This design comes from an exercise in tuning for small area on the open sky130 flow, not from production work. Only simulation tests tie the RTL to the original design; equivalence was not proved. The clock port is modelled as an ideal driver, which makes a skipped or thinned clock tree look cheaper than it is; a real chip needs a root buffer or a tree. Power is estimated from default activity; no workload was simulated.

Setup of v27:
==> flow/design.v <==
`timescale 1ns/1ps
`default_nettype none
module top #(
  parameter integer CLK_FREQ_HZ            = 20_000,
  parameter         BUTTONS_ACTIVE_LOW      = 1,
  parameter         TESTMODE_ACTIVE_LOW     = 0,
  parameter         LED_ENABLE_ACTIVE_LOW    = 0,
  parameter integer DEBOUNCE_TIME_MS               = 5,
  parameter integer RUN_TIME_NORMAL_S         = 30,
  parameter integer RUN_TIME_TEST_S           = 3,
  parameter integer DIV_TIMER_TOGGLE       = CLK_FREQ_HZ/2,
  parameter integer DIV_LED_TOGGLE      = CLK_FREQ_HZ/2,
  parameter integer DIV_HEARTBEAT_TOGGLE       = CLK_FREQ_HZ/4
)(
  input  wire clk,
  input  wire rst,    
  input  wire I1, I2, I3, I4, I5,
  output reg  led,
  output reg  O1, O2, O3, O4, O5
);
  reg start_s0, start_s1, stop_s0, stop_s1, rst_s0, rst_s1;
  reg test_s0_n, test_s1_n, leden_s0_n, leden_s1_n;
  always @(posedge clk) begin
    start_s0   <= ~rst & ~I1;
    stop_s0    <= ~rst & ~I2;
    rst_s0     <= ~rst & ~I3;
    test_s0_n  <= rst | ~I4;
    leden_s0_n <= rst | ~I5;
    start_s1   <= start_s0;
    stop_s1    <= stop_s0;
    rst_s1     <= rst_s0;
    test_s1_n  <= test_s0_n;
    leden_s1_n <= leden_s0_n;
  end
  wire test_lvl = ~test_s1_n, leden_lvl = ~leden_s1_n;
  reg [6:0] db_st, db_sp, db_rs;
  reg st_state, sp_state, rs_state;
  reg st_state_d, sp_state_d, rs_state_d;
  wire st_lvl = start_s1, sp_lvl = stop_s1, rs_lvl = rst_s1;
  wire st_term = (~db_st[0] & db_st[1] & ~db_st[2] & db_st[3] & db_st[5]);
  wire sp_term = (~db_sp[0] & db_sp[1] & ~db_sp[2] & db_sp[3] & db_sp[5]);
  wire rs_term = (~db_rs[0] & db_rs[1] & ~db_rs[2] & db_rs[3] & db_rs[5]);
  always @(posedge clk) begin
    db_st <= (rst | (st_lvl == st_state) | st_term) ? 7'h0 : {~db_st[5:0], db_st[6] ^ db_st[0]};
    db_sp <= (rst | (sp_lvl == sp_state) | sp_term) ? 7'h0 : {~db_sp[5:0], db_sp[6] ^ db_sp[0]};
    db_rs <= (rst | (rs_lvl == rs_state) | rs_term) ? 7'h0 : {~db_rs[5:0], db_rs[6] ^ db_rs[0]};
    st_state <= ~rst & (st_term ? st_lvl : st_state);
    sp_state <= ~rst & (sp_term ? sp_lvl : sp_state);
    rs_state <= ~rst & (rs_term ? rs_lvl : rs_state);
    st_state_d <= st_state;
    sp_state_d <= sp_state;
    rs_state_d <= rs_state;
  end
  wire start_rise = st_state & ~st_state_d;
  wire stop_rise  = sp_state & ~sp_state_d;
  wire rst_rise   = rs_state & ~rs_state_d;
  reg m1, m2;
  reg timeup, past;    
  reg [19:0] tcnt;
  wire on = m1 | m2;
  wire kill = rst | rst_rise | (on & stop_rise);
  wire wrap = (~tcnt[1] & tcnt[2] & tcnt[3] & ~tcnt[4] & ~tcnt[5] & ~tcnt[6] & ~tcnt[7] & ~tcnt[9] & tcnt[10] & ~tcnt[11] & ~tcnt[13] & tcnt[14] & ~tcnt[15] & ~tcnt[16] & ~tcnt[17] & tcnt[18] & ~tcnt[19]) | (test_lvl & past);
  wire tclr = ~on | wrap;    
  always @(posedge clk) begin
    m1 <= ~kill & ((~on & start_rise) | (m1 & ~timeup) | (m2 & timeup));
    m2 <= ~kill & ((m2 & ~timeup) | (m1 & timeup));
    tcnt <= tclr ? 20'hb65da : {~tcnt[18:0], tcnt[19] ^ tcnt[16]};
    timeup <= on & wrap;
    past <= ~tclr & (past | (tcnt[0] & ~tcnt[1] & ~tcnt[4] & tcnt[6] & tcnt[7] & ~tcnt[8] & tcnt[9] & tcnt[10] & ~tcnt[13] & ~tcnt[16] & tcnt[17] & tcnt[18]));
  end
  always @* begin
    O1 = m1;
    O2 = m2;
    O4 = on;
  end
  reg [13:0] div_o3, div_led;
  reg [12:0] div_o5;
  wire o3_term  = (div_o3[0] & div_o3[2] & div_o3[4] & div_o3[6] & div_o3[8] & ~div_o3[9] & div_o3[10] & ~div_o3[11] & div_o3[12] & ~div_o3[13]);
  wire led_term = (div_led[0] & div_led[2] & div_led[4] & div_led[6] & div_led[8] & ~div_led[9] & div_led[10] & ~div_led[11] & div_led[12] & ~div_led[13]);
  wire o5_term  = (div_o5[0] & ~div_o5[1] & div_o5[4] & ~div_o5[5] & div_o5[6] & div_o5[7] & div_o5[8] & ~div_o5[9] & div_o5[10]);
  always @(posedge clk) begin
    div_o3  <= (~on | o3_term) ? 14'hf50 : {~div_o3[12:0], div_o3[13] ^ div_o3[12]};
    O3      <= ~rst & on & (O3 ^ o3_term);
    div_led <= (rst | ~leden_lvl | led_term) ? 14'hf50 : {~div_led[12:0], div_led[13] ^ div_led[12]};
    led     <= ~rst & leden_lvl & (led ^ led_term);
    div_o5  <= (rst | o5_term) ? 13'h1848 : {~div_o5[11:0], div_o5[12] ^ div_o5[3]};
    O5      <= ~rst & (O5 ^ o5_term);
  end
endmodule
`default_nettype wire
export LEC_CHECK = 0
export CAP_MARGIN = 20
export CORE_MARGIN = 2
export CORE_UTILIZATION = 60
export SLEW_MARGIN = 20
create_clock -name core_clock -period 10.0 [get_ports {clk}]
standard.sh (not shown) runs the stock make flow with config.mk's settings and CLKGATE_MAP_FILE= SYNTH_SCRIPT=/design/flow/synth_recipe.tcl, a recipe that flattens the netlist after the stock synthesis.
==> flow/flow/run.sh <==
#!/bin/bash
# The standard layout (standard.sh) with three changes:
#  - ABC's final mapping pass skips its delay-driven buffering and upsizing
#    (synthesis is otherwise the standard one, so the registers are the same);
#  - the port buffers are buf_1 cells;
#  - the clock tree is built by flow/pre_cts.tcl: the clock port drives 4
#    buf_12 cells, each driving one cluster of registers.
# Each tool's output is in ORFS's logs under orfs/logs; make's output is in flow_make.log.
set -euo pipefail
here=$(pwd)
extra=()
if [[ "${ABC_NOUP:-1}" == 1 ]]; then
  cp -r "$FLOW_HOME/scripts" "$here/scripts"
  python3 - "$here/scripts/abc_speed.script" <<'P'
import sys
p = sys.argv[1]
s = open(p).read()
tail = "buffer -c\ntopo\nstime -c\nupsize -c\ndnsize -c\n"
assert s.endswith(tail), "unexpected abc script"
open(p, "w").write(s[: -len(tail)] + "topo\nstime -c\n")
P
  extra+=("SCRIPTS_DIR=$here/scripts")
fi
export PRE_CTS_TCL="$here/flow/pre_cts.tcl" CTS_M_K=4 CTS_M_CELL=sky130_fd_sc_hd__buf_12 CTS_M_ROOT=
bash standard.sh "${extra[@]}" \
  "BUFFER_PORTS_ARGS=-buffer_cell sky130_fd_sc_hd__buf_1" \
  finish > flow_make.log 2>&1
Other scripts of this flow, unchanged in this note and not shown: flow/flow/manual_cts.tcl, flow/flow/pre_cts.tcl
Inputs modified between v27 and v30:
--- a/flow/design.v
+++ b/flow/design.v
@@ -16,64 +16,60 @@
   input  wire rst,    
   input  wire I1, I2, I3, I4, I5,
   output reg  led,
   output reg  O1, O2, O3, O4, O5
 );
   reg start_s0, start_s1, stop_s0, stop_s1, rst_s0, rst_s1;
-  reg test_s0_n, test_s1_n, leden_s0_n, leden_s1_n;
+  reg test_s0, test_s1, leden_s0_n, leden_s1_n;
   always @(posedge clk) begin
     start_s0   <= ~rst & ~I1;
     stop_s0    <= ~rst & ~I2;
     rst_s0     <= ~rst & ~I3;
-    test_s0_n  <= rst | ~I4;
+    test_s0    <= I4;
     leden_s0_n <= rst | ~I5;
     start_s1   <= start_s0;
     stop_s1    <= stop_s0;
     rst_s1     <= rst_s0;
-    test_s1_n  <= test_s0_n;
+    test_s1    <= test_s0;
     leden_s1_n <= leden_s0_n;
   end
-  wire test_lvl = ~test_s1_n, leden_lvl = ~leden_s1_n;
+  wire test_lvl = test_s1, leden_lvl = ~leden_s1_n;
   reg [6:0] db_st, db_sp, db_rs;
   reg st_state, sp_state, rs_state;
-  reg st_state_d, sp_state_d, rs_state_d;
   wire st_lvl = start_s1, sp_lvl = stop_s1, rs_lvl = rst_s1;
   wire st_term = (~db_st[0] & db_st[1] & ~db_st[2] & db_st[3] & db_st[5]);
   wire sp_term = (~db_sp[0] & db_sp[1] & ~db_sp[2] & db_sp[3] & db_sp[5]);
   wire rs_term = (~db_rs[0] & db_rs[1] & ~db_rs[2] & db_rs[3] & db_rs[5]);
   always @(posedge clk) begin
     db_st <= (rst | (st_lvl == st_state) | st_term) ? 7'h0 : {~db_st[5:0], db_st[6] ^ db_st[0]};
     db_sp <= (rst | (sp_lvl == sp_state) | sp_term) ? 7'h0 : {~db_sp[5:0], db_sp[6] ^ db_sp[0]};
     db_rs <= (rst | (rs_lvl == rs_state) | rs_term) ? 7'h0 : {~db_rs[5:0], db_rs[6] ^ db_rs[0]};
     st_state <= ~rst & (st_term ? st_lvl : st_state);
     sp_state <= ~rst & (sp_term ? sp_lvl : sp_state);
     rs_state <= ~rst & (rs_term ? rs_lvl : rs_state);
-    st_state_d <= st_state;
-    sp_state_d <= sp_state;
-    rs_state_d <= rs_state;
   end
-  wire start_rise = st_state & ~st_state_d;
-  wire stop_rise  = sp_state & ~sp_state_d;
-  wire rst_rise   = rs_state & ~rs_state_d;
-  reg m1, m2;
+  wire st_press = st_term & st_lvl & ~st_state;
+  wire sp_press = sp_term & sp_lvl & ~sp_state;
+  wire rs_press = rs_term & rs_lvl & ~rs_state;
+  reg on, go, sel;
   reg timeup, past;    
   reg [19:0] tcnt;
-  wire on = m1 | m2;
-  wire kill = rst | rst_rise | (on & stop_rise);
+  wire on_nxt = ~rst & go;
   wire wrap = (~tcnt[1] & tcnt[2] & tcnt[3] & ~tcnt[4] & ~tcnt[5] & ~tcnt[6] & ~tcnt[7] & ~tcnt[9] & tcnt[10] & ~tcnt[11] & ~tcnt[13] & tcnt[14] & ~tcnt[15] & ~tcnt[16] & ~tcnt[17] & tcnt[18] & ~tcnt[19]) | (test_lvl & past);
   wire tclr = ~on | wrap;    
   always @(posedge clk) begin
-    m1 <= ~kill & ((~on & start_rise) | (m1 & ~timeup) | (m2 & timeup));
-    m2 <= ~kill & ((m2 & ~timeup) | (m1 & timeup));
+    on  <= on_nxt;
+    go  <= ~rst & ~rs_press & ~(sp_press & on_nxt) & (on_nxt | st_press);
+    sel <= on & (sel ^ timeup);    
     tcnt <= tclr ? 20'hb65da : {~tcnt[18:0], tcnt[19] ^ tcnt[16]};
     timeup <= on & wrap;
     past <= ~tclr & (past | (tcnt[0] & ~tcnt[1] & ~tcnt[4] & tcnt[6] & tcnt[7] & ~tcnt[8] & tcnt[9] & tcnt[10] & ~tcnt[13] & ~tcnt[16] & tcnt[17] & tcnt[18]));
   end
   always @* begin
-    O1 = m1;
-    O2 = m2;
+    O1 = on & ~sel;
+    O2 = on & sel;
     O4 = on;
   end
   reg [13:0] div_o3, div_led;
   reg [12:0] div_o5;
   wire o3_term  = (div_o3[0] & div_o3[2] & div_o3[4] & div_o3[6] & div_o3[8] & ~div_o3[9] & div_o3[10] & ~div_o3[11] & div_o3[12] & ~div_o3[13]);
   wire led_term = (div_led[0] & div_led[2] & div_led[4] & div_led[6] & div_led[8] & ~div_led[9] & div_led[10] & ~div_led[11] & div_led[12] & ~div_led[13]);
Results
v30 went all the way through the flow, and no timing, DRC or antenna check failed. In v30, global placement routability congestion is lower than in v27. The power share of the sequential group was comparable across v27 and v30. Taking v27 as the reference point, the period utilization of v30 falls by 3.6 points. The run showing the smaller global-route met3 utilization is v27. v27 has a lower final-layout worst hold slack than v30. On combinational share of power, v27 and v30 are neck and neck. The core of v30 is less densely filled than that of v27.
In every run of this note, the design's own scripts or RTL, not TritonCTS, make the clock network.

afterwards: timing with drivers on the ports:
In the flow no input, the clock included, has a driving cell. The finished layouts below were timed again as built, in two steps. Step 1 assumes that a clkbuf_16 drives the clock port and a buf_2 every other input. Step 2 also shifts input and output timing later by t, the mid clock arrival at the registers, as if the neighbouring blocks saw the same clock. Three values: ideal, step 1, step 2; two values: the first two.
| run | t (ns) | slack for setup (ns) | worst data-port slew with drivers (ns) |
|---|---|---|---|
| v27 | 0.208 | 6.631 / 6.550 / 6.703 | 0.03 |
| v30 | 0.206 | 6.986 / 6.909 / 7.054 | 0.03 |
After both steps setup and hold are still met in every run listed.
